Source: an optimization exercise on an open RTL-to-GDS flow (aim: small area). Production flows keep margins and buffers that such runs may drop.
Function was checked by simulation only, so behaviour that the tests miss may differ from the original.
Power figures rest on the tool's default switching activity, not on a simulated workload.

==> build 98: inputs <==
## Scope_Overlay
module Scope_Overlay(
    input clk,
    input rst,
    input [11:0] VGA_HORZ_COORD,
    input [11:0] VGA_VERT_COORD,
    input [1:0] Color_Scheme,
    input Axis_On,
    input Grid_On,
    input Tick_On,
    input Wave_On,
    input Menu_Sw,
    input [23:0] Clock_Time,
    input [3:0] vol,
    input Scrolling_Sw,
    input scroll_step,
    input Condition_For_Cursor,
    input Condition_For_Cursor_Menu,
    input Condition_For_Cursor_Border,
    input Condition_For_Cursor_Text1,
    input Condition_For_Cursor_Text2,
    output [3:0] VGA_Red_Grid,
    output [3:0] VGA_Green_Grid,
    output [3:0] VGA_Blue_Grid
    );
    wire [11:0] X = VGA_HORZ_COORD;
    wire [11:0] Y = VGA_VERT_COORD;
    wire [10:0] b = Y[11:1];
    reg [11:0] S;
    always @(posedge clk)
        if (rst | (scroll_step & (S == 12'd1090))) S <= 12'd3449;
        else if (scroll_step) S <= S + 12'd1;
    wire flag = S[11] | (S <= 12'd54);
    wire [11:0] S2 = S + (flag ? 12'd1036 : 12'd3394);
    wire [3:0] region0;
    wire [2:0] r;
    reg [6:0] rowdec_t;
    always @*
        case (b[8:0])
            9'd7: rowdec_t = 7'd8;
            9'd8: rowdec_t = 7'd9;
            9'd9: rowdec_t = 7'd10;
            9'd10: rowdec_t = 7'd11;
            9'd11: rowdec_t = 7'd12;
            9'd12: rowdec_t = 7'd13;
            9'd13: rowdec_t = 7'd14;
            9'd36: rowdec_t = 7'd16;
            9'd37: rowdec_t = 7'd17;
            9'd38: rowdec_t = 7'd18;
            9'd39: rowdec_t = 7'd19;
            9'd40: rowdec_t = 7'd20;
            9'd41: rowdec_t = 7'd21;
            9'd42: rowdec_t = 7'd22;
            9'd324: rowdec_t = 7'd24;
            9'd325: rowdec_t = 7'd25;
            9'd326: rowdec_t = 7'd26;
            9'd327: rowdec_t = 7'd27;
            9'd328: rowdec_t = 7'd28;
            9'd329: rowdec_t = 7'd29;
  ...
export LEC_CHECK = 0
export ABC_AREA = 1
export CAP_MARGIN = 20
export CORE_MARGIN = 2
export CORE_UTILIZATION = 62
export GPL_TIMING_DRIVEN = 0
export SLEW_MARGIN = 20
create_clock -name core_clock -period 12.0 [get_ports {clk}]
standard.sh (not shown) runs the stock make flow with config.mk's settings and CLKGATE_MAP_FILE= SYNTH_SCRIPT=/design/flow/synth_recipe.tcl, a recipe that flattens the netlist after the stock synthesis.
==> flow/flow/run.sh <==
#!/bin/bash
# Own layout flow: the standard ORFS flow with two changes.
# 1. Synthesis: the ABC script runs a deeper logic optimisation (dc2, &deepsyn) and
#    maps with a delay target, and Yosys's adder extraction is skipped so that
#    ABC sees all of the logic. Registers, names, flattening and renaming are
#    those of the standard synthesis.
# 2. Port buffers are sky130_fd_sc_hd__buf_1 cells.
set -euo pipefail
W=$(pwd)
mkdir -p "$W/own_scripts"
cp -r "$FLOW_HOME/scripts/." "$W/own_scripts/"
cp "$W/flow/abc_area.script" "$W/own_scripts/abc_area.script"
bash "$W/standard.sh" finish SCRIPTS_DIR="$W/own_scripts" ADDER_MAP_FILE= \
    BUFFER_PORTS_ARGS="-buffer_cell sky130_fd_sc_hd__buf_1" > "$W/orfs_make.log" 2>&1
==> flow/flow/abc_area.script <==
strash
dc2
&get -n
&deepsyn -T 300
&put
dch
map -D 6000
topo
==> inputs of build 47, as changes to build 98 <==
Settings changed: CORE_UTILIZATION 62 to 55.
==> impl_metrics.csv <==
group,metric,value,unit
status,status,"timing/DRC/antenna clean",
worst_hold_path,worstHoldStart,"S[10]$_SDFFE_PP1P_",
placement,postPlaceCellArea,5630,um^2
placement,hpwl,15.65,mm
grt,use_met3,7.431,%
(the above is from build 98)
==> impl_metrics.csv <==
group,metric,value,unit
status,status,"timing/DRC/antenna clean",
placement,hpwl,15.67,mm
placement,postPlaceCellArea,5638,um^2
critical_path,cp_top_family,"simple AND/OR/NAND/NOR gates",
worst_hold_path,worstHoldStart,"S[11]$_SDFFE_PP1P_",
grt,use_met3,4.969,%
(the above is from build 47)


==> wip/lagoon <==
Scope_Overlay, a different RTL version from the one above (not shown whole).
// Scope_Overlay
module Scope_Overlay(
    input clk,
    input rst,
    input [11:0] VGA_HORZ_COORD,
    input [11:0] VGA_VERT_COORD,
    input [1:0] Color_Scheme,
    input Axis_On,
    input Grid_On,
    input Tick_On,
    input Wave_On,
    input Menu_Sw,
    input [23:0] Clock_Time,
    input [3:0] vol,
    input Scrolling_Sw,
    input scroll_step,
    input Condition_For_Cursor,
    input Condition_For_Cursor_Menu,
    input Condition_For_Cursor_Border,
    input Condition_For_Cursor_Text1,
    input Condition_For_Cursor_Text2,
    output [3:0] VGA_Red_Grid,
    output [3:0] VGA_Green_Grid,
    output [3:0] VGA_Blue_Grid
    );
==> flow/config.mk <==
export PLATFORM = sky130hd
export DESIGN_NAME = Scope_Overlay
export DESIGN_NICKNAME = Scope_Overlay
export VERILOG_FILES = /design/flow/design.v
export SDC_FILE = /design/flow/constraint.sdc
export NUM_CORES = 4
export LEC_CHECK = 0
export ABC_AREA = 1
export CAP_MARGIN = 20
export CORE_MARGIN = 2
export CORE_UTILIZATION = 55
export GPL_TIMING_DRIVEN = 0
export SLEW_MARGIN = 20
==> flow/constraint.sdc <==
create_clock -name core_clock -period 12.0 [get_ports {clk}]
set_input_delay 2.4000 -clock core_clock [delete_from_list [all_inputs] [get_ports {clk}]]
set_output_delay 2.4000 -clock core_clock [all_outputs]
set_load 0.01 [all_outputs]
==> flow/flow/run.sh <==
#!/bin/bash
# Own layout flow: the standard ORFS flow with two changes.
# 1. Synthesis: the ABC script runs a deeper logic optimisation (&deepsyn) and
#    maps with a delay target, and Yosys's adder extraction is skipped so that
#    ABC sees all of the logic. Registers, names, flattening and renaming are
#    those of the standard synthesis.
# 2. Port buffers are sky130_fd_sc_hd__buf_1 cells.
set -euo pipefail
W=$(pwd)
mkdir -p "$W/own_scripts"
cp -r "$FLOW_HOME/scripts/." "$W/own_scripts/"
cp "$W/flow/abc_area.script" "$W/own_scripts/abc_area.script"
bash "$W/standard.sh" finish SCRIPTS_DIR="$W/own_scripts" ADDER_MAP_FILE= \
    BUFFER_PORTS_ARGS="-buffer_cell sky130_fd_sc_hd__buf_1" > "$W/orfs_make.log" 2>&1
==> flow/flow/abc_area.script <==
strash
&get -n
&deepsyn -T 60
&put
dch
map -D 7000
topo
==> wip/pepper (differences from wip/lagoon) <==
==> flow/flow/abc_area.script (replaced) <==
strash
dc2
&get -n
&deepsyn -T 300
&dch
&nf -R 1000
&put
topo
==> notes <==
- wip/lagoon completed without violations. wip/pepper finished with negative setup slack left.
- Against wip/lagoon, the register-to-register slack of wip/pepper is lower by 0.47 ns.
- In flip-flop and latch count, wip/lagoon and wip/pepper do not differ.
- Between wip/pepper and wip/lagoon, the lower synthesized cell count is in wip/pepper (gap about 20%, measured against wip/lagoon).
- Between wip/lagoon and wip/pepper, the lower via count is in wip/pepper (gap 0.45%, measured against wip/pepper).
- Of wip/pepper and wip/lagoon, wip/lagoon has the higher worst setup slack (gap 0.61 ns).
- Against wip/pepper, the critical path depth of wip/lagoon is higher by 10.
- Of wip/lagoon and wip/pepper, wip/lagoon has the higher die area (gap 6.1%, measured against wip/pepper).
- Sequential power: wip/pepper is higher than wip/lagoon (about 0.5%).

[static timing again, ports no longer ideal]
How much do the figures lean on ideal ports? The routed layouts below were timed once more, with nothing changed but the port constraints. Step 1, drivers: a clkbuf_16 drives clk and a buf_2 each remaining input, both assumed. Step 2, shift: input delay + t, output delay - t, t = (earliest + latest rising clock arrival at the registers) / 2. This alone moves slack from input paths to output paths. a / b / c = no drivers / after step 1 / after step 2; a / b = the first two.
| run | t, ns | setup WS [ns] | worst setup path after step 2 |
|---|---|---|---|
| build 98 | 0.279 | 0.716 / 0.717 / 0.438 | input to register |
| build 47 | 0.271 | 0.769 / 0.769 / 0.498 | input to register |
| wip/lagoon | 0.302 | 0.576 / 0.582 / 0.280 | input to register |
| wip/pepper | 0.300 | -0.033 / -0.050 / -0.351 | input to register |
For wip/pepper, which loses most, drivers alone change the setup slack by -0.017 ns; drivers and shift together by -0.318 ns.
